This is an optimization exercise on Yosys and OpenROAD, whose aim is small area, not a production implementation.
RTL that was checked went through simulation tests only; none was proved equivalent to the original.

==> build 90: inputs <==
Design cordic_sin_cos, start of the top module:
module cordic_sin_cos (
    input clk, input rst_n,
    input signed [31:0] angle, input pre_vaild,
    output signed [31:0] sin, output signed [31:0] cos, output post_vaild);
Settings: LEC_CHECK=0, CAP_MARGIN=20, CORE_MARGIN=2, CORE_UTILIZATION=40, SLEW_MARGIN=20; clock period 6.0 ns.
standard.sh (not shown) runs the stock make flow with config.mk's settings and CLKGATE_MAP_FILE= SYNTH_SCRIPT=/design/flow/synth_recipe.tcl, a recipe that flattens the netlist after the stock synthesis.
==> flow/flow/run.sh <==
#!/bin/bash
set -euo pipefail
export BUFFER_PORTS_ARGS="-buffer_cell sky130_fd_sc_hd__buf_1"
export CTS_ARGS="-sink_clustering_enable -repair_clock_nets -dont_use_dummy_load -buf_list sky130_fd_sc_hd__clkbuf_8 -sink_clustering_size 20 -sink_clustering_max_diameter 50"
bash standard.sh > standard.log 2>&1
==> trial 98: changes against build 90 <==
--- a/flow/design.v
+++ b/flow/design.v
@@ -539,17 +539,22 @@
 assign yh14[17] = y13_q6[17] ^ yh14_t ^ yh14_c[17];
 assign yh14_c[18] = yh14_t ? ((y13_q6[17]) | yh14_c[17]) : ((y13_q6[17]) & yh14_c[17]);
 wire f13 = d13_q6 ^ d14_q6;
 wire [17:0] y14 = yh14 ^ {18{f13}};
 wire [18:0] x15_c;
 wire [17:0] x15;
 assign x15_c[0] = d14_q6;
-wire [4:0] x15_l = {1'b0, x14[3], x14[2], x14[1], x14[0]} + {1'b0, ~y14[17], ~y14[16], ~y14[15], ~y14[14]} + d14_q6;
-assign x15[3:0] = x15_l[3:0];
-assign x15_c[4] = x15_l[4];
+assign x15[0] = x14[0] ^ ~y14[14] ^ x15_c[0];
+assign x15_c[1] = (x14[0] & ~y14[14]) | (x14[0] & x15_c[0]) | (~y14[14] & x15_c[0]);
+assign x15[1] = x14[1] ^ ~y14[15] ^ x15_c[1];
+assign x15_c[2] = (x14[1] & ~y14[15]) | (x14[1] & x15_c[1]) | (~y14[15] & x15_c[1]);
+assign x15[2] = x14[2] ^ ~y14[16] ^ x15_c[2];
+assign x15_c[3] = (x14[2] & ~y14[16]) | (x14[2] & x15_c[2]) | (~y14[16] & x15_c[2]);
+assign x15[3] = x14[3] ^ ~y14[17] ^ x15_c[3];
+assign x15_c[4] = (x14[3] & ~y14[17]) | (x14[3] & x15_c[3]) | (~y14[17] & x15_c[3]);
 wire x15_t = ~y14[17];
 assign x15[4] = x14[4] ^ x15_t ^ x15_c[4];
 wire x15_lc5 = x15_t ? (x14[4] | x15_c[4]) : (x14[4] & x15_c[4]);
 assign x15[5] = x14[5] ^ x15_t ^ x15_lc5;
 wire x15_lc6 = x15_t ? (x14[5] | x15_lc5) : (x14[5] & x15_lc5);
 assign x15[6] = x14[6] ^ x15_t ^ x15_lc6;
 wire x15_lc7 = x15_t ? (x14[6] | x15_lc6) : (x14[6] & x15_lc6);
@@ -574,17 +579,22 @@
 assign x15[16] = x14[16] ^ x15_t ^ x15_c[16];
 wire x15_lc17 = x15_t ? (x14[16] | x15_c[16]) : (x14[16] & x15_c[16]);
 assign x15[17] = x14[17] ^ x15_t ^ x15_lc17;
 assign x15_c[18] = x15_t ? ((x14[16] | x14[17]) | x15_c[16]) : ((x14[16] & x14[17]) & x15_c[16]);
 wire [18:0] yh15_c;
 wire [17:0] yh15;
 assign yh15_c[0] = 1'b0;
-wire [4:0] yh15_l = {1'b0, y14[3], y14[2], y14[1], y14[0]} + {1'b0, x14[17], x14[16], x14[15], x14[14]} + 1'b0;
-assign yh15[3:0] = yh15_l[3:0];
-assign yh15_c[4] = yh15_l[4];
+assign yh15[0] = y14[0] ^ x14[14] ^ yh15_c[0];
+assign yh15_c[1] = (y14[0] & x14[14]) | (y14[0] & yh15_c[0]) | (x14[14] & yh15_c[0]);
+assign yh15[1] = y14[1] ^ x14[15] ^ yh15_c[1];
+assign yh15_c[2] = (y14[1] & x14[15]) | (y14[1] & yh15_c[1]) | (x14[15] & yh15_c[1]);
+assign yh15[2] = y14[2] ^ x14[16] ^ yh15_c[2];
+assign yh15_c[3] = (y14[2] & x14[16]) | (y14[2] & yh15_c[2]) | (x14[16] & yh15_c[2]);
+assign yh15[3] = y14[3] ^ x14[17] ^ yh15_c[3];
+assign yh15_c[4] = (y14[3] & x14[17]) | (y14[3] & yh15_c[3]) | (x14[17] & yh15_c[3]);
 wire yh15_t = x14[17];
 assign yh15[4] = y14[4] ^ yh15_t ^ yh15_c[4];
 wire yh15_lc5 = yh15_t ? (y14[4] | yh15_c[4]) : (y14[4] & yh15_c[4]);
 assign yh15[5] = y14[5] ^ yh15_t ^ yh15_lc5;
 wire yh15_lc6 = yh15_t ? (y14[5] | yh15_lc5) : (y14[5] & yh15_lc5);
 assign yh15[6] = y14[6] ^ yh15_t ^ yh15_lc6;
 wire yh15_lc7 = yh15_t ? (y14[6] | yh15_lc6) : (y14[6] & yh15_lc6);
@@ -612,19 +622,29 @@
 assign yh15_c[18] = yh15_t ? ((y14[16] | y14[17]) | yh15_c[16]) : ((y14[16] & y14[17]) & yh15_c[16]);
 wire f14 = ~d14_q6;
 wire [17:0] y15 = yh15 ^ {18{f14}};
 wire [17:0] x15n = x15 ^ {18{s_q6}};
 wire signed [3:0] v15 = {y15_q7[17], y15_q7[17:15]};
 wire signed [3:0] e15 = d15_q7 ? v15 : -v15;
 wire signed [3:0] g15 = s_q7 ? (4'sd1 + e15) : -e15;
-wire [17:0] c16 = x15n_q7 + {{14{g15[3]}}, g15};
+wire [4:0] c16_l = {1'b0, x15n_q7[3:0]} + {1'b0, g15[3:0]};
+wire [13:0] c16_p = x15n_q7[17:4] + 14'd1;
+wire [13:0] c16_m = x15n_q7[17:4] - 14'd1;
+wire c16_inc = c16_l[4] & ~g15[3];
+wire c16_dec = ~c16_l[4] & g15[3];
+wire [17:0] c16 = {c16_inc ? c16_p : (c16_dec ? c16_m : x15n_q7[17:4]), c16_l[3:0]};
 wire [2:0] xt15 = x15n_q7[17:15] ^ {3{s_q7}};
 wire signed [3:0] u15 = {xt15[2], xt15};
 wire signed [3:0] w15 = d15_q7 ? u15 : -u15;
-wire [17:0] y16 = y15_q7 + {{14{w15[3]}}, w15};
+wire [4:0] y16_l = {1'b0, y15_q7[3:0]} + {1'b0, w15[3:0]};
+wire [13:0] y16_p = y15_q7[17:4] + 14'd1;
+wire [13:0] y16_m = y15_q7[17:4] - 14'd1;
+wire y16_inc = y16_l[4] & ~w15[3];
+wire y16_dec = ~y16_l[4] & w15[3];
+wire [17:0] y16 = {y16_inc ? y16_p : (y16_dec ? y16_m : y15_q7[17:4]), y16_l[3:0]};
 reg [16:0] h1_q1;
 always @(posedge clk) h1_q1 <= h1;
 reg [12:0] h5_q2;
 always @(posedge clk) h5_q2 <= h5;
 reg [8:0] h9_q3;
 always @(posedge clk) h9_q3 <= h9;
 reg d4_q2;
==> flow/flow/run.sh (replaced) <==
#!/bin/bash
set -euo pipefail
export BUFFER_PORTS_ARGS="-buffer_cell sky130_fd_sc_hd__buf_1"
export CTS_ARGS="-sink_clustering_enable -repair_clock_nets -dont_use_dummy_load -buf_list sky130_fd_sc_hd__clkbuf_8 -sink_clustering_size 20 -sink_clustering_max_diameter 65"
bash standard.sh > standard.log 2>&1
CORE_UTILIZATION = 60   (was 40)
==> qor summary <==
quantity	build 90	trial 98
Status	finished clean	finished clean
Metal3 WL	3662 um	3907 um
Biggest cell delay along the critical path	0.41 ns	0.44 ns
Clk slew on worst S/H paths	0.07 ns	0.10 ns
Synthesized-area fraction occupied by ao, oa, aoi and oai cells	24.41%	23.72%
Area share of and/or/nand/nor cells after synthesis	17.35%	17.70%
DRC violation total after the first TritonRoute iteration	1649	1985
Detailed-router iteration count before antenna repair	8	7
Reg-to-reg setup timing slack	0.37 ns	0.38 ns
Maximum number of pins on one net before global-route repair	80	56
Final instance area	0.02768 sq mm	0.02649 sq mm
Number of setup buffers added after CTS	1	0

========
==> v28: inputs <==
cordic_sin_cos, a different RTL version from the one above (not shown whole).
export LEC_CHECK = 0
export CAP_MARGIN = 20
export CORE_MARGIN = 2
export CORE_UTILIZATION = 40
export CTS_BUF_LIST = sky130_fd_sc_hd__clkbuf_4
export CTS_CLUSTER_SIZE = 20
export SLEW_MARGIN = 20
create_clock -name core_clock -period 6.0 [get_ports {clk}]
run.sh (not shown) runs the stock make flow with config.mk's settings and CLKGATE_MAP_FILE= SYNTH_SCRIPT=/design/flow/synth_recipe.tcl, a recipe that flattens the netlist after the stock synthesis.
Stock flow here: none of the scripts above is used.
==> v9: changes against v28 <==
--- a/flow/config.mk
+++ b/flow/config.mk
@@ -10,4 +10,2 @@
 export CORE_UTILIZATION = 40
-export CTS_BUF_LIST = sky130_fd_sc_hd__clkbuf_4
-export CTS_CLUSTER_SIZE = 20
 export SLEW_MARGIN = 20
==> summary.md <==
| Metric | Value |
|---|---|
| Fillers | `6934` |
| R2r setup slk | `0.39 ns` |
| Antenna violations before repair | `4` |
| Core Util, Final | `0.4506` |
| Outcome | `timing/DRC/antenna clean` |
[end of results for v28]
==> summary.md <==
| Metric | Value |
|---|---|
| Metal3 WL | `2.676 mm` |
| Core Util, Final | `0.4561` |
| Antenna violations before repair | `1` |
| Outcome | `timing/DRC/antenna clean` |
[end of results for v9]

========
==> run a: inputs <==
cordic_sin_cos, a different RTL version from the one above (not shown whole).
clock: 6.0 ns
lec_check: 0
cap_margin: 20
core_margin: 2
core_utilization: 40
slew_margin: 20
==> run b (differences from run a) <==
CTS_BUF_LIST = sky130_fd_sc_hd__clkbuf_8   (was not set)
CTS_CLUSTER_DIAMETER = 50   (was not set)
CTS_CLUSTER_SIZE = 20   (was not set)
==> qor summary <==
                                                                                                           run a                      run b
Run status                                                                                        finished clean             finished clean
GRT Overall Usage                                                                                          19.5%                      19.5%
Num CTS Buffers                                                                                               31                         35
Final wirelength                                                                                         64.4 mm                    64.1 mm
Arrival time worst endpoint                                                                              4.55 ns                    6.30 ns
Detailed-route via count                                                                                   22400                      22400
Register-to-register path setup slack                                                                    0.27 ns                    0.22 ns
Clock transition time at the flip-flop clock pins of the worst setup and hold paths                      0.06 ns                    0.08 ns
Initial antenna violation count                                                                                0                          1
Net count of the finished layout                                                                            3577                       3581
Setup CP Type                                                                        flip-flop to primary output     flip-flop to flip-flop
Post-route cell area                                                                                  29100 um^2                 28800 um^2
Root buffer cell                                                                      sky130_fd_sc_hd__clkbuf_16  sky130_fd_sc_hd__clkbuf_8
Met2 Track Usage GR                                                                                        34.2%                      33.9%
No run of this note included a check of the RTL's function; only the layout flow was run.

========
==> inputs of 04-05 <==
cordic_sin_cos, a different RTL version from the one above (not shown whole).
Settings: LEC_CHECK=0, CAP_MARGIN=20, CORE_MARGIN=2, CORE_UTILIZATION=40, CTS_BUF_LIST=sky130_fd_sc_hd__clkbuf_4, CTS_CLUSTER_DIAMETER=40, CTS_CLUSTER_SIZE=12, SLEW_MARGIN=20; clock period 6.0 ns.
==> 10-06: changes against 04-05 <==
- CTS_BUF_LIST: sky130_fd_sc_hd__clkbuf_4 -> sky130_fd_sc_hd__clkbuf_8
- CTS_CLUSTER_DIAMETER: 40 -> 50
- CTS_CLUSTER_SIZE: 12 -> 20
==> comparison <==
Via count: 10-06 is lower than 04-05 (0.66%).
Of 04-05 and 10-06, 04-05 has the higher clock skew (gap 0.022 ns).
Against 04-05, the core utilization of 10-06 is higher by 0.055 points.
Die area is the same in 04-05 and 10-06.
Worst setup slack: 10-06 is lower than 04-05 (0.0071 ns).
In 04-05 the non-clock buffer count is higher than in 10-06, by 10.
In 10-06 the global-route usage is lower than in 04-05, by 0.11 points.
==> figures <==
|  | 04-05 | 10-06 |
|---|---|---|
| Status | timing/DRC/antenna clean | timing/DRC/antenna clean |
| Wire length of the first global-routing pass | 98800 µm | 98250 µm |
| Routed via count divided by cell count | 5.165 | 5.163 |
| Final standard cell count with taps included and fillers excluded | 4152 | 4126 |
| Total routed wire length on the met1 layer | 26250 µm | 26460 µm |
| Number of antenna violations at the first check in global routing | 2 | 1 |
| First drt pass iteration count | 6 | 5 |
| Iteration-0 DRC count of the detailed router | 1098 | 1036 |
| Max Fclk | 173.8 MHz | 173.6 MHz |
| Multi-input gate share of the layout cell area | 64.89% | 64.57% |
| Setup crit start | h1_q1[0] | s_q8 |
| Stages on the worst setup path | 30 | 21 |
| Vias after detailed routing | 21444 | 21303 |
| Endpoint of the worst setup timing path | h7_q2[10] | sin[24] |
| Cts bufs inserted | 49 | 40 |
| Filler Cell Count | 6380 | 6369 |
| Max incr delay on CP | 0.51 ns | 0.41 ns |
Function was not checked in any run of this note: the RTL went through the layout flow alone.

========
==> willow: inputs <==
Another version of the RTL of cordic_sin_cos (not shown whole).
// cordic_sin_cos
module cordic_sin_cos (
    input clk, input rst_n,
    input signed [31:0] angle, input pre_vaild,
    output signed [31:0] sin, output signed [31:0] cos, output post_vaild);
clock: 6.0 ns
lec_check: 0
cap_margin: 20
core_margin: 2
core_utilization: 40
slew_margin: 20
standard.sh (not shown) runs the stock make flow with config.mk's settings and CLKGATE_MAP_FILE= SYNTH_SCRIPT=/design/flow/synth_recipe.tcl, a recipe that flattens the netlist after the stock synthesis.
==> flow/flow/run.sh <==
#!/bin/bash
set -euo pipefail
export BUFFER_PORTS_ARGS="-buffer_cell sky130_fd_sc_hd__buf_1"
export CTS_ARGS="-sink_clustering_enable -repair_clock_nets -dont_use_dummy_load -buf_list sky130_fd_sc_hd__clkbuf_8 -sink_clustering_size 20 -sink_clustering_max_diameter 50"
bash standard.sh > standard.log 2>&1
==> inputs of zinc, as changes to willow <==
--- a/flow/design.v
+++ b/flow/design.v
@@ -21,76 +21,69 @@
 wire d2 = cm2[{d1}];
 wire [3:0] cm3;
 assign cm3[0] = hs1 >= -21'sd41576;
 assign cm3[1] = hs1 >= 21'sd12830;
 assign cm3[2] = hs1 >= -21'sd12830;
 assign cm3[3] = hs1 >= 21'sd41576;
 wire d3 = cm3[{d2,d1}];
-wire [7:0] cm4;
-assign cm4[0] = hs1 >= -21'sd48872;
-assign cm4[1] = hs1 >= 21'sd5534;
-assign cm4[2] = hs1 >= -21'sd20126;
-assign cm4[3] = hs1 >= 21'sd34280;
-assign cm4[4] = hs1 >= -21'sd34280;
-assign cm4[5] = hs1 >= 21'sd20126;
-assign cm4[6] = hs1 >= -21'sd5534;
-assign cm4[7] = hs1 >= 21'sd48872;
-wire d4 = cm4[{d3,d2,d1}];
-wire [3:0] ts5 = {d4,d3,d2,d1};
-wire [12:0] t5 = (ts5 == 4'd0) ? 13'd3382 : (ts5 == 4'd1) ? 13'd6320 : (ts5 == 4'd2) ? 13'd7404 : (ts5 == 4'd3) ? 13'd2150 : (ts5 == 4'd4) ? 13'd5174 : (ts5 == 4'd5) ? 13'd8112 : (ts5 == 4'd6) ? 13'd1004 : (ts5 == 4'd7) ? 13'd3942 : (ts5 == 4'd8) ? 13'd4250 : (ts5 == 4'd9) ? 13'd7188 : (ts5 == 4'd10) ? 13'd80 : (ts5 == 4'd11) ? 13'd3018 : (ts5 == 4'd12) ? 13'd6042 : (ts5 == 4'd13) ? 13'd788 : (ts5 == 4'd14) ? 13'd1872 : 13'd4810;
-wire [12:0] h5 = h1_q1[12:0] + t5;
-wire d5 = ~h5_q2[12];
-wire signed [16:0] hs5 = {{4{h5_q2[12]}}, h5_q2};
-wire [1:0] cm6;
-assign cm6[0] = hs5 >= -17'sd1833;
-assign cm6[1] = hs5 >= 17'sd1833;
-wire d6 = cm6[{d5}];
-wire [1:0] ts7 = {d6,d5};
-wire [10:0] t7 = (ts7 == 2'd0) ? 11'd702 : (ts7 == 2'd1) ? 11'd1132 : (ts7 == 2'd2) ? 11'd916 : 11'd1346;
-wire [10:0] h7 = h5_q2[10:0] + t7;
-wire d7 = ~h7[10];
-wire signed [14:0] hs7 = {{4{h7[10]}}, h7};
-wire [1:0] cm8;
-assign cm8[0] = hs7 >= -15'sd458;
-assign cm8[1] = hs7 >= 15'sd458;
-wire d8 = cm8[{d7}];
-wire [1:0] ts9 = {d8,d7};
-wire [8:0] t9 = (ts9 == 2'd0) ? 9'd175 : (ts9 == 2'd1) ? 9'd283 : (ts9 == 2'd2) ? 9'd229 : 9'd337;
-wire [8:0] h9 = h7[8:0] + t9;
-wire d9 = ~h9_q3[8];
-wire signed [12:0] hs9 = {{4{h9_q3[8]}}, h9_q3};
-wire [1:0] cm10;
-assign cm10[0] = hs9 >= -13'sd115;
-assign cm10[1] = hs9 >= 13'sd115;
-wire d10 = cm10[{d9}];
-wire [1:0] ts11 = {d10,d9};
-wire [6:0] t11 = (ts11 == 2'd0) ? 7'd44 : (ts11 == 2'd1) ? 7'd70 : (ts11 == 2'd2) ? 7'd58 : 7'd84;
-wire [6:0] h11 = h9_q3[6:0] + t11;
-wire d11 = ~h11[6];
-wire signed [10:0] hs11 = {{4{h11[6]}}, h11};
-wire [1:0] cm12;
-assign cm12[0] = hs11 >= -11'sd29;
-assign cm12[1] = hs11 >= 11'sd29;
-wire d12 = cm12[{d11}];
-wire [1:0] ts13 = {d12,d11};
-wire [4:0] t13 = (ts13 == 2'd0) ? 5'd11 : (ts13 == 2'd1) ? 5'd17 : (ts13 == 2'd2) ? 5'd15 : 5'd21;
-wire [4:0] h13 = h11[4:0] + t13;
-wire d13 = ~h13[4];
-wire signed [8:0] hs13 = {{4{h13[4]}}, h13};
-wire [1:0] cm14;
-assign cm14[0] = hs13 >= -9'sd7;
-assign cm14[1] = hs13 >= 9'sd7;
-wire d14 = cm14[{d13}];
-wire [3:0] cm15;
-assign cm15[0] = hs13 >= -9'sd11;
-assign cm15[1] = hs13 >= 9'sd3;
-assign cm15[2] = hs13 >= -9'sd3;
-assign cm15[3] = hs13 >= 9'sd11;
-wire d15 = cm15[{d14,d13}];
-wire [5:0] rs6 = {d5,d4_q2,d3_q2,d2_q2,d1_q2,d0_q2};
+wire [2:0] ts4 = {d3,d2,d1};
+wire [13:0] t4 = (ts4 == 3'd0) ? 14'd16104 : (ts4 == 3'd1) ? 14'd10850 : (ts4 == 3'd2) ? 14'd3742 : (ts4 == 3'd3) ? 14'd14872 : (ts4 == 3'd4) ? 14'd1512 : (ts4 == 3'd5) ? 14'd12642 : (ts4 == 3'd6) ? 14'd5534 : 14'd280;
+wire [13:0] h4 = h1_q1[13:0] + t4;
+wire d4 = ~h4[13];
+wire signed [17:0] hs4 = {{4{h4[13]}}, h4};
+wire [1:0] cm5;
+assign cm5[0] = hs4 >= -18'sd3662;
+assign cm5[1] = hs4 >= 18'sd3662;
+wire d5 = cm5[{d4}];
+wire [1:0] ts6 = {d5,d4};
+wire [11:0] t6 = (ts6 == 2'd0) ? 12'd1399 : (ts6 == 2'd1) ? 12'd2267 : (ts6 == 2'd2) ? 12'd1829 : 12'd2697;
+wire [11:0] h6 = h4[11:0] + t6;
+wire d6 = ~h6_q2[11];
+wire signed [15:0] hs6 = {{4{h6_q2[11]}}, h6_q2};
+wire [1:0] cm7;
+assign cm7[0] = hs6 >= -16'sd917;
+assign cm7[1] = hs6 >= 16'sd917;
+wire d7 = cm7[{d6}];
+wire [1:0] ts8 = {d7,d6};
+wire [9:0] t8 = (ts8 == 2'd0) ? 10'd351 : (ts8 == 2'd1) ? 10'd565 : (ts8 == 2'd2) ? 10'd459 : 10'd673;
+wire [9:0] h8 = h6_q2[9:0] + t8;
+wire d8 = ~h8[9];
+wire signed [13:0] hs8 = {{4{h8[9]}}, h8};
+wire [1:0] cm9;
+assign cm9[0] = hs8 >= -14'sd229;
+assign cm9[1] = hs8 >= 14'sd229;
+wire d9 = cm9[{d8}];
+wire [1:0] ts10 = {d9,d8};
+wire [7:0] t10 = (ts10 == 2'd0) ? 8'd88 : (ts10 == 2'd1) ? 8'd142 : (ts10 == 2'd2) ? 8'd114 : 8'd168;
+wire [7:0] h10 = h8[7:0] + t10;
+wire d10 = ~h10_q3[7];
+wire signed [11:0] hs10 = {{4{h10_q3[7]}}, h10_q3};
+wire [1:0] cm11;
+assign cm11[0] = hs10 >= -12'sd57;
+assign cm11[1] = hs10 >= 12'sd57;
+wire d11 = cm11[{d10}];
+wire [1:0] ts12 = {d11,d10};
+wire [5:0] t12 = (ts12 == 2'd0) ? 6'd22 : (ts12 == 2'd1) ? 6'd36 : (ts12 == 2'd2) ? 6'd28 : 6'd42;
+wire [5:0] h12 = h10_q3[5:0] + t12;
+wire d12 = ~h12[5];
+wire signed [9:0] hs12 = {{4{h12[5]}}, h12};
+wire [1:0] cm13;
+assign cm13[0] = hs12 >= -10'sd14;
+assign cm13[1] = hs12 >= 10'sd14;
+wire d13 = cm13[{d12}];
+wire [1:0] ts14 = {d13,d12};
+wire [3:0] t14 = (ts14 == 2'd0) ? 4'd5 : (ts14 == 2'd1) ? 4'd9 : (ts14 == 2'd2) ? 4'd7 : 4'd11;
+wire [3:0] h14 = h12[3:0] + t14;
+wire d14 = ~h14[3];
+wire signed [7:0] hs14 = {{4{h14[3]}}, h14};
+wire [1:0] cm15;
+assign cm15[0] = hs14 >= -8'sd4;
+assign cm15[1] = hs14 >= 8'sd4;
+wire d15 = cm15[{d14}];
+wire [5:0] rs6 = {d5_q2,d4_q2,d3_q2,d2_q2,d1_q2,d0_q2};
 wire [16:0] x6 = (rs6 == 6'd0) ? 17'd121846 : (rs6 == 6'd1) ? 17'd64869 : (rs6 == 6'd2) ? 17'd46361 : (rs6 == 6'd3) ? 17'd46301 : (rs6 == 6'd4) ? 17'd22389 : (rs6 == 6'd5) ? 17'd61579 : (rs6 == 6'd6) ? 17'd62696 : (rs6 == 6'd7) ? 17'd19035 : (rs6 == 6'd8) ? 17'd7028 : (rs6 == 6'd9) ? 17'd65146 : (rs6 == 6'd10) ? 17'd56333 : (rs6 == 6'd11) ? 17'd33464 : (rs6 == 6'd12) ? 17'd36858 : (rs6 == 6'd13) ? 17'd54174 : (rs6 == 6'd14) ? 17'd65454 : (rs6 == 6'd15) ? 17'd3018 : (rs6 == 6'd16) ? 17'd129996 : (rs6 == 6'd17) ? 17'd65514 : (rs6 == 6'd18) ? 17'd51766 : (rs6 == 6'd19) ? 17'd40168 : (rs6 == 6'd20) ? 17'd29882 : (rs6 == 6'd21) ? 17'd58313 : (rs6 == 6'd22) ? 17'd64581 : (rs6 == 6'd23) ? 17'd11082 : (rs6 == 6'd24) ? 17'd15085 : (rs6 == 6'd25) ? 17'd63764 : (rs6 == 6'd26) ? 17'd60061 : (rs6 == 6'd27) ? 17'd26189 : (rs6 == 6'd28) ? 17'd43317 : (rs6 == 6'd29) ? 17'd49165 : (rs6 == 6'd30) ? 17'd65321 : (rs6 == 6'd31) ? 17'd125918 : (rs6 == 6'd32) ? 17'd125916 : (rs6 == 6'd33) ? 17'd65319 : (rs6 == 6'd34) ? 17'd49163 : (rs6 == 6'd35) ? 17'd43317 : (rs6 == 6'd36) ? 17'd26191 : (rs6 == 6'd37) ? 17'd60061 : (rs6 == 6'd38) ? 17'd63764 : (rs6 == 6'd39) ? 17'd15085 : (rs6 == 6'd40) ? 17'd11082 : (rs6 == 6'd41) ? 17'd64580 : (rs6 == 6'd42) ? 17'd58313 : (rs6 == 6'd43) ? 17'd29882 : (rs6 == 6'd44) ? 17'd40170 : (rs6 == 6'd45) ? 17'd51768 : (rs6 == 6'd46) ? 17'd65516 : (rs6 == 6'd47) ? 17'd129998 : (rs6 == 6'd48) ? 17'd3018 : (rs6 == 6'd49) ? 17'd65454 : (rs6 == 6'd50) ? 17'd54174 : (rs6 == 6'd51) ? 17'd36858 : (rs6 == 6'd52) ? 17'd33466 : (rs6 == 6'd53) ? 17'd56335 : (rs6 == 6'd54) ? 17'd65147 : (rs6 == 6'd55) ? 17'd7030 : (rs6 == 6'd56) ? 17'd19037 : (rs6 == 6'd57) ? 17'd62698 : (rs6 == 6'd58) ? 17'd61581 : (rs6 == 6'd59) ? 17'd22389 : (rs6 == 6'd60) ? 17'd46303 : (rs6 == 6'd61) ? 17'd46365 : (rs6 == 6'd62) ? 17'd64873 : 17'd121850;
 wire [16:0] yt6 = (rs6 == 6'd0) ? 17'd66203 : (rs6 == 6'd1) ? 17'd121850 : (rs6 == 6'd2) ? 17'd84773 : (rs6 == 6'd3) ? 17'd46365 : (rs6 == 6'd4) ? 17'd69493 : (rs6 == 6'd5) ? 17'd22389 : (rs6 == 6'd6) ? 17'd112037 : (rs6 == 6'd7) ? 17'd62698 : (rs6 == 6'd8) ? 17'd65927 : (rs6 == 6'd9) ? 17'd7030 : (rs6 == 6'd10) ? 17'd97607 : (rs6 == 6'd11) ? 17'd56335 : (rs6 == 6'd12) ? 17'd76898 : (rs6 == 6'd13) ? 17'd36858 : (rs6 == 6'd14) ? 17'd128054 : (rs6 == 6'd15) ? 17'd65454 : (rs6 == 6'd16) ? 17'd65558 : (rs6 == 6'd17) ? 17'd129998 : (rs6 == 6'd18) ? 17'd90904 : (rs6 == 6'd19) ? 17'd51768 : (rs6 == 6'd20) ? 17'd72759 : (rs6 == 6'd21) ? 17'd29882 : (rs6 == 6'd22) ? 17'd119989 : (rs6 == 6'd23) ? 17'd64580 : (rs6 == 6'd24) ? 17'd67308 : (rs6 == 6'd25) ? 17'd15085 : (rs6 == 6'd26) ? 17'd104882 : (rs6 == 6'd27) ? 17'd60061 : (rs6 == 6'd28) ? 17'd81907 : (rs6 == 6'd29) ? 17'd43317 : (rs6 == 6'd30) ? 17'd5154 : (rs6 == 6'd31) ? 17'd65319 : (rs6 == 6'd32) ? 17'd65753 : (rs6 == 6'd33) ? 17'd125918 : (rs6 == 6'd34) ? 17'd87757 : (rs6 == 6'd35) ? 17'd49165 : (rs6 == 6'd36) ? 17'd71011 : (rs6 == 6'd37) ? 17'd26189 : (rs6 == 6'd38) ? 17'd115987 : (rs6 == 6'd39) ? 17'd63764 : (rs6 == 6'd40) ? 17'd66491 : (rs6 == 6'd41) ? 17'd11082 : (rs6 == 6'd42) ? 17'd101189 : (rs6 == 6'd43) ? 17'd58313 : (rs6 == 6'd44) ? 17'd79304 : (rs6 == 6'd45) ? 17'd40168 : (rs6 == 6'd46) ? 17'd1074 : (rs6 == 6'd47) ? 17'd65514 : (rs6 == 6'd48) ? 17'd65618 : (rs6 == 6'd49) ? 17'd3018 : (rs6 == 6'd50) ? 17'd94214 : (rs6 == 6'd51) ? 17'd54174 : (rs6 == 6'd52) ? 17'd74737 : (rs6 == 6'd53) ? 17'd33464 : (rs6 == 6'd54) ? 17'd124043 : (rs6 == 6'd55) ? 17'd65146 : (rs6 == 6'd56) ? 17'd68374 : (rs6 == 6'd57) ? 17'd19035 : (rs6 == 6'd58) ? 17'd108682 : (rs6 == 6'd59) ? 17'd61579 : (rs6 == 6'd60) ? 17'd84707 : (rs6 == 6'd61) ? 17'd46301 : (rs6 == 6'd62) ? 17'd9222 : 17'd64869;
 wire [16:0] y6 = yt6 ^ {17{~d6}};
 wire [17:0] x7_c;
 wire [16:0] x7;
 assign x7_c[0] = d6;
 wire [11:0] x7_l = {1'b0, x6[10], x6[9], x6[8], x6[7], x6[6], x6[5], x6[4], x6[3], x6[2], x6[1], x6[0]} + {1'b0, ~y6[16], ~y6[15], ~y6[14], ~y6[13], ~y6[12], ~y6[11], ~y6[10], ~y6[9], ~y6[8], ~y6[7], ~y6[6]} + d6;
@@ -216,15 +209,15 @@
 wire yh9_lc14 = yh9_t ? (y8[13] | yh9_c[13]) : (y8[13] & yh9_c[13]);
 assign yh9[14] = y8[14] ^ yh9_t ^ yh9_lc14;
 wire yh9_lc15 = yh9_t ? (y8[14] | yh9_lc14) : (y8[14] & yh9_lc14);
 assign yh9[15] = y8[15] ^ yh9_t ^ yh9_lc15;
 wire yh9_lc16 = yh9_t ? (y8[15] | yh9_lc15) : (y8[15] & yh9_lc15);
 assign yh9[16] = y8[16] ^ yh9_t ^ yh9_lc16;
 assign yh9_c[17] = yh9_t ? ((y8[13] | y8[14] | y8[15] | y8[16]) | yh9_c[13]) : ((y8[13] & y8[14] & y8[15] & y8[16]) & yh9_c[13]);
-wire f8 = d8_q3 ^ d9;
+wire f8 = d8_q3 ^ d9_q3;
 wire [16:0] y9 = yh9 ^ {17{f8}};
 wire [17:0] x10_c;
 wire [16:0] x10;
 assign x10_c[0] = d9_q4;
 wire [8:0] x10_l = {1'b0, x9_q4[7], x9_q4[6], x9_q4[5], x9_q4[4], x9_q4[3], x9_q4[2], x9_q4[1], x9_q4[0]} + {1'b0, ~y9_q4[16], ~y9_q4[15], ~y9_q4[14], ~y9_q4[13], ~y9_q4[12], ~y9_q4[11], ~y9_q4[10], ~y9_q4[9]} + d9_q4;
 assign x10[7:0] = x10_l[7:0];
 assign x10_c[8] = x10_l[8];
@@ -643,18 +636,20 @@
 wire [13:0] y16_p = y15_q7[17:4] + 14'd1;
 wire [13:0] y16_m = y15_q7[17:4] - 14'd1;
 wire y16_inc = y16_l[4] & ~w15[3];
 wire y16_dec = ~y16_l[4] & w15[3];
 wire [17:0] y16 = {y16_inc ? y16_p : (y16_dec ? y16_m : y15_q7[17:4]), y16_l[3:0]};
 reg [16:0] h1_q1;
 always @(posedge clk) h1_q1 <= h1;
-reg [12:0] h5_q2;
-always @(posedge clk) h5_q2 <= h5;
-reg [8:0] h9_q3;
-always @(posedge clk) h9_q3 <= h9;
+reg [11:0] h6_q2;
+always @(posedge clk) h6_q2 <= h6;
+reg [7:0] h10_q3;
+always @(posedge clk) h10_q3 <= h10;
+reg d5_q2;
+always @(posedge clk) d5_q2 <= d5;
 reg d4_q2;
 always @(posedge clk) d4_q2 <= d4;
 reg d3_q2;
 always @(posedge clk) d3_q2 <= d3;
 reg d2_q2;
 always @(posedge clk) d2_q2 <= d2;
 reg d1_q2;
@@ -667,20 +662,22 @@
 always @(posedge clk) x7_q3 <= x7;
 reg [16:0] y7_q3;
 always @(posedge clk) y7_q3 <= y7;
 reg d7_q3;
 always @(posedge clk) d7_q3 <= d7;
 reg d8_q3;
 always @(posedge clk) d8_q3 <= d8;
+reg d9_q3;
+always @(posedge clk) d9_q3 <= d9;
 reg [16:0] x9_q4;
 always @(posedge clk) x9_q4 <= x9;
 reg [16:0] y9_q4;
 always @(posedge clk) y9_q4 <= y9;
 reg d9_q4;
-always @(posedge clk) d9_q4 <= d9;
+always @(posedge clk) d9_q4 <= d9_q3;
 reg d10_q4;
 always @(posedge clk) d10_q4 <= d10;
 reg d11_q4;
 always @(posedge clk) d11_q4 <= d11;
 reg [17:0] x11_q5;
 always @(posedge clk) x11_q5 <= x11;
 reg [17:0] y11_q5;
==> flow/flow/run.sh (replaced) <==
#!/bin/bash
set -euo pipefail
export BUFFER_PORTS_ARGS="-buffer_cell sky130_fd_sc_hd__buf_1"
export CTS_ARGS="-sink_clustering_enable -repair_clock_nets -dont_use_dummy_load -buf_list sky130_fd_sc_hd__clkbuf_8 -sink_clustering_size 20 -sink_clustering_max_diameter 65"
bash standard.sh > standard.log 2>&1
CORE_UTILIZATION = 70   (was 40)
==> inputs of delta, as changes to willow <==
--- a/flow/design.v
+++ b/flow/design.v
@@ -40,44 +40,58 @@
 wire [12:0] h5 = h1_q1[12:0] + t5;
 wire d5 = ~h5_q2[12];
 wire signed [16:0] hs5 = {{4{h5_q2[12]}}, h5_q2};
 wire [1:0] cm6;
 assign cm6[0] = hs5 >= -17'sd1833;
 assign cm6[1] = hs5 >= 17'sd1833;
 wire d6 = cm6[{d5}];
-wire [1:0] ts7 = {d6,d5};
-wire [10:0] t7 = (ts7 == 2'd0) ? 11'd702 : (ts7 == 2'd1) ? 11'd1132 : (ts7 == 2'd2) ? 11'd916 : 11'd1346;
-wire [10:0] h7 = h5_q2[10:0] + t7;
-wire d7 = ~h7[10];
-wire signed [14:0] hs7 = {{4{h7[10]}}, h7};
-wire [1:0] cm8;
-assign cm8[0] = hs7 >= -15'sd458;
-assign cm8[1] = hs7 >= 15'sd458;
-wire d8 = cm8[{d7}];
-wire [1:0] ts9 = {d8,d7};
-wire [8:0] t9 = (ts9 == 2'd0) ? 9'd175 : (ts9 == 2'd1) ? 9'd283 : (ts9 == 2'd2) ? 9'd229 : 9'd337;
-wire [8:0] h9 = h7[8:0] + t9;
+wire [3:0] cm7;
+assign cm7[0] = hs5 >= -17'sd2750;
+assign cm7[1] = hs5 >= 17'sd916;
+assign cm7[2] = hs5 >= -17'sd916;
+assign cm7[3] = hs5 >= 17'sd2750;
+wire d7 = cm7[{d6,d5}];
+wire [7:0] cm8;
+assign cm8[0] = hs5 >= -17'sd3208;
+assign cm8[1] = hs5 >= 17'sd458;
+assign cm8[2] = hs5 >= -17'sd1374;
+assign cm8[3] = hs5 >= 17'sd2292;
+assign cm8[4] = hs5 >= -17'sd2292;
+assign cm8[5] = hs5 >= 17'sd1374;
+assign cm8[6] = hs5 >= -17'sd458;
+assign cm8[7] = hs5 >= 17'sd3208;
+wire d8 = cm8[{d7,d6,d5}];
+wire [3:0] ts9 = {d8,d7,d6,d5};
+wire [8:0] t9 = (ts9 == 4'd0) ? 9'd365 : (ts9 == 4'd1) ? 9'd283 : (ts9 == 4'd2) ? 9'd67 : (ts9 == 4'd3) ? 9'd497 : (ts9 == 4'd4) ? 9'd473 : (ts9 == 4'd5) ? 9'd391 : (ts9 == 4'd6) ? 9'd175 : (ts9 == 4'd7) ? 9'd93 : (ts9 == 4'd8) ? 9'd419 : (ts9 == 4'd9) ? 9'd337 : (ts9 == 4'd10) ? 9'd121 : (ts9 == 4'd11) ? 9'd39 : (ts9 == 4'd12) ? 9'd15 : (ts9 == 4'd13) ? 9'd445 : (ts9 == 4'd14) ? 9'd229 : 9'd147;
+wire [8:0] h9 = h5_q2[8:0] + t9;
 wire d9 = ~h9_q3[8];
 wire signed [12:0] hs9 = {{4{h9_q3[8]}}, h9_q3};
 wire [1:0] cm10;
 assign cm10[0] = hs9 >= -13'sd115;
 assign cm10[1] = hs9 >= 13'sd115;
 wire d10 = cm10[{d9}];
-wire [1:0] ts11 = {d10,d9};
-wire [6:0] t11 = (ts11 == 2'd0) ? 7'd44 : (ts11 == 2'd1) ? 7'd70 : (ts11 == 2'd2) ? 7'd58 : 7'd84;
-wire [6:0] h11 = h9_q3[6:0] + t11;
-wire d11 = ~h11[6];
-wire signed [10:0] hs11 = {{4{h11[6]}}, h11};
-wire [1:0] cm12;
-assign cm12[0] = hs11 >= -11'sd29;
-assign cm12[1] = hs11 >= 11'sd29;
-wire d12 = cm12[{d11}];
-wire [1:0] ts13 = {d12,d11};
-wire [4:0] t13 = (ts13 == 2'd0) ? 5'd11 : (ts13 == 2'd1) ? 5'd17 : (ts13 == 2'd2) ? 5'd15 : 5'd21;
-wire [4:0] h13 = h11[4:0] + t13;
+wire [3:0] cm11;
+assign cm11[0] = hs9 >= -13'sd172;
+assign cm11[1] = hs9 >= 13'sd58;
+assign cm11[2] = hs9 >= -13'sd58;
+assign cm11[3] = hs9 >= 13'sd172;
+wire d11 = cm11[{d10,d9}];
+wire [7:0] cm12;
+assign cm12[0] = hs9 >= -13'sd201;
+assign cm12[1] = hs9 >= 13'sd29;
+assign cm12[2] = hs9 >= -13'sd87;
+assign cm12[3] = hs9 >= 13'sd143;
+assign cm12[4] = hs9 >= -13'sd143;
+assign cm12[5] = hs9 >= 13'sd87;
+assign cm12[6] = hs9 >= -13'sd29;
+assign cm12[7] = hs9 >= 13'sd201;
+wire d12 = cm12[{d11,d10,d9}];
+wire [3:0] ts13 = {d12,d11,d10,d9};
+wire [4:0] t13 = (ts13 == 4'd0) ? 5'd23 : (ts13 == 4'd1) ? 5'd17 : (ts13 == 4'd2) ? 5'd5 : (ts13 == 4'd3) ? 5'd31 : (ts13 == 4'd4) ? 5'd29 : (ts13 == 4'd5) ? 5'd23 : (ts13 == 4'd6) ? 5'd11 : (ts13 == 4'd7) ? 5'd5 : (ts13 == 4'd8) ? 5'd27 : (ts13 == 4'd9) ? 5'd21 : (ts13 == 4'd10) ? 5'd9 : (ts13 == 4'd11) ? 5'd3 : (ts13 == 4'd12) ? 5'd1 : (ts13 == 4'd13) ? 5'd27 : (ts13 == 4'd14) ? 5'd15 : 5'd9;
+wire [4:0] h13 = h9_q3[4:0] + t13;
 wire d13 = ~h13[4];
 wire signed [8:0] hs13 = {{4{h13[4]}}, h13};
 wire [1:0] cm14;
 assign cm14[0] = hs13 >= -9'sd7;
 assign cm14[1] = hs13 >= 9'sd7;
 wire d14 = cm14[{d13}];
 wire [3:0] cm15;
==> run summary <==
item                                                                   delta                   willow                     zinc
Syn nets                                                               3,404                    3,394                    3,258
Unrepaired setup endpoints after global routing                           no                      yes                      yes
Area share of the largest cell type after synthesis                   0.1975                   0.1980                   0.2037
Clock network area share                                             0.01602                  0.01595                  0.01176
Xor/xnor share of the synthesized area                                0.1976                   0.2021                   0.2139
Met2 routed WL                                                     29,780 um                29,340 um                30,780 um
Endpoint, Worst Hold                                                  d14_q6                   d13_q5                    d0_q2
Final #Nets                                                            3,425                    3,440                    3,329
Smallest hold slack                                                0.3131 ns                0.2985 ns                0.3250 ns
First-pass DRT Iterations                                                  9                        6                        6
Area taken by flip-flops and latches                              5106 sq um               5110 sq um               5111 sq um
Run status                                           complete, no violations  complete, no violations  complete, no violations
Hold wc startpoint                                                    d14_q5                   d13_q4                    d0_q1
Total die area                                                  64,350 sq um             64,200 sq um             36,050 sq um
Worst path depth                                                          15                       18                       32
Largest incremental delay on the critical path                       0.47 ns                  0.44 ns                  0.44 ns
Wire length per cell                                                15.40 um                 15.71 um                 17.69 um
No functional check of the RTL was part of willow and delta.

==> static timing again, ports no longer ideal <==
Ports are ideal in the flow. The routed layouts listed here were re-timed in OpenROAD.
Step 1 assumes that a clkbuf_16 drives the clock port and a buf_2 every other input.
Step 2, shift: input delay + t, output delay - t, t = (earliest + latest rising clock arrival at the registers) / 2. This alone moves slack from input paths to output paths.
a / b / c = ideal / step 1 / step 2; a / b = the first two.
run	shift t [ns]	slack for setup (ns)	slew at the worst register clock pin (ns)	worst slew at a driven data input, ns
build 90	0.636	0.243 / 0.188 / 0.366	0.08 / 0.08	0.03
trial 98	0.643	0.292 / 0.236 / 0.382	0.11 / 0.11	0.03
v28	0.899	0.311 / 0.251 / 0.386	0.08 / 0.08	0.04
v9	0.621	0.382 / 0.357 / 0.382	0.06 / 0.06	0.04
run a	0.627	0.252 / 0.196 / 0.265	0.06 / 0.06	0.04
run b	0.641	0.221 / 0.221 / 0.221	0.09 / 0.09	0.04
04-05	0.843	0.247 / 0.224 / 0.247	0.12 / 0.12	0.04
10-06	0.671	0.240 / 0.181 / 0.308	0.10 / 0.10	0.04
willow	0.670	0.421 / 0.361 / 0.423	0.10 / 0.10	0.04
zinc	0.603	0.196 / 0.196 / 0.196	0.11 / 0.11	0.03
delta	0.678	0.332 / 0.272 / 0.360	0.10 / 0.10	0.04
After both steps every run listed still meets setup and hold.
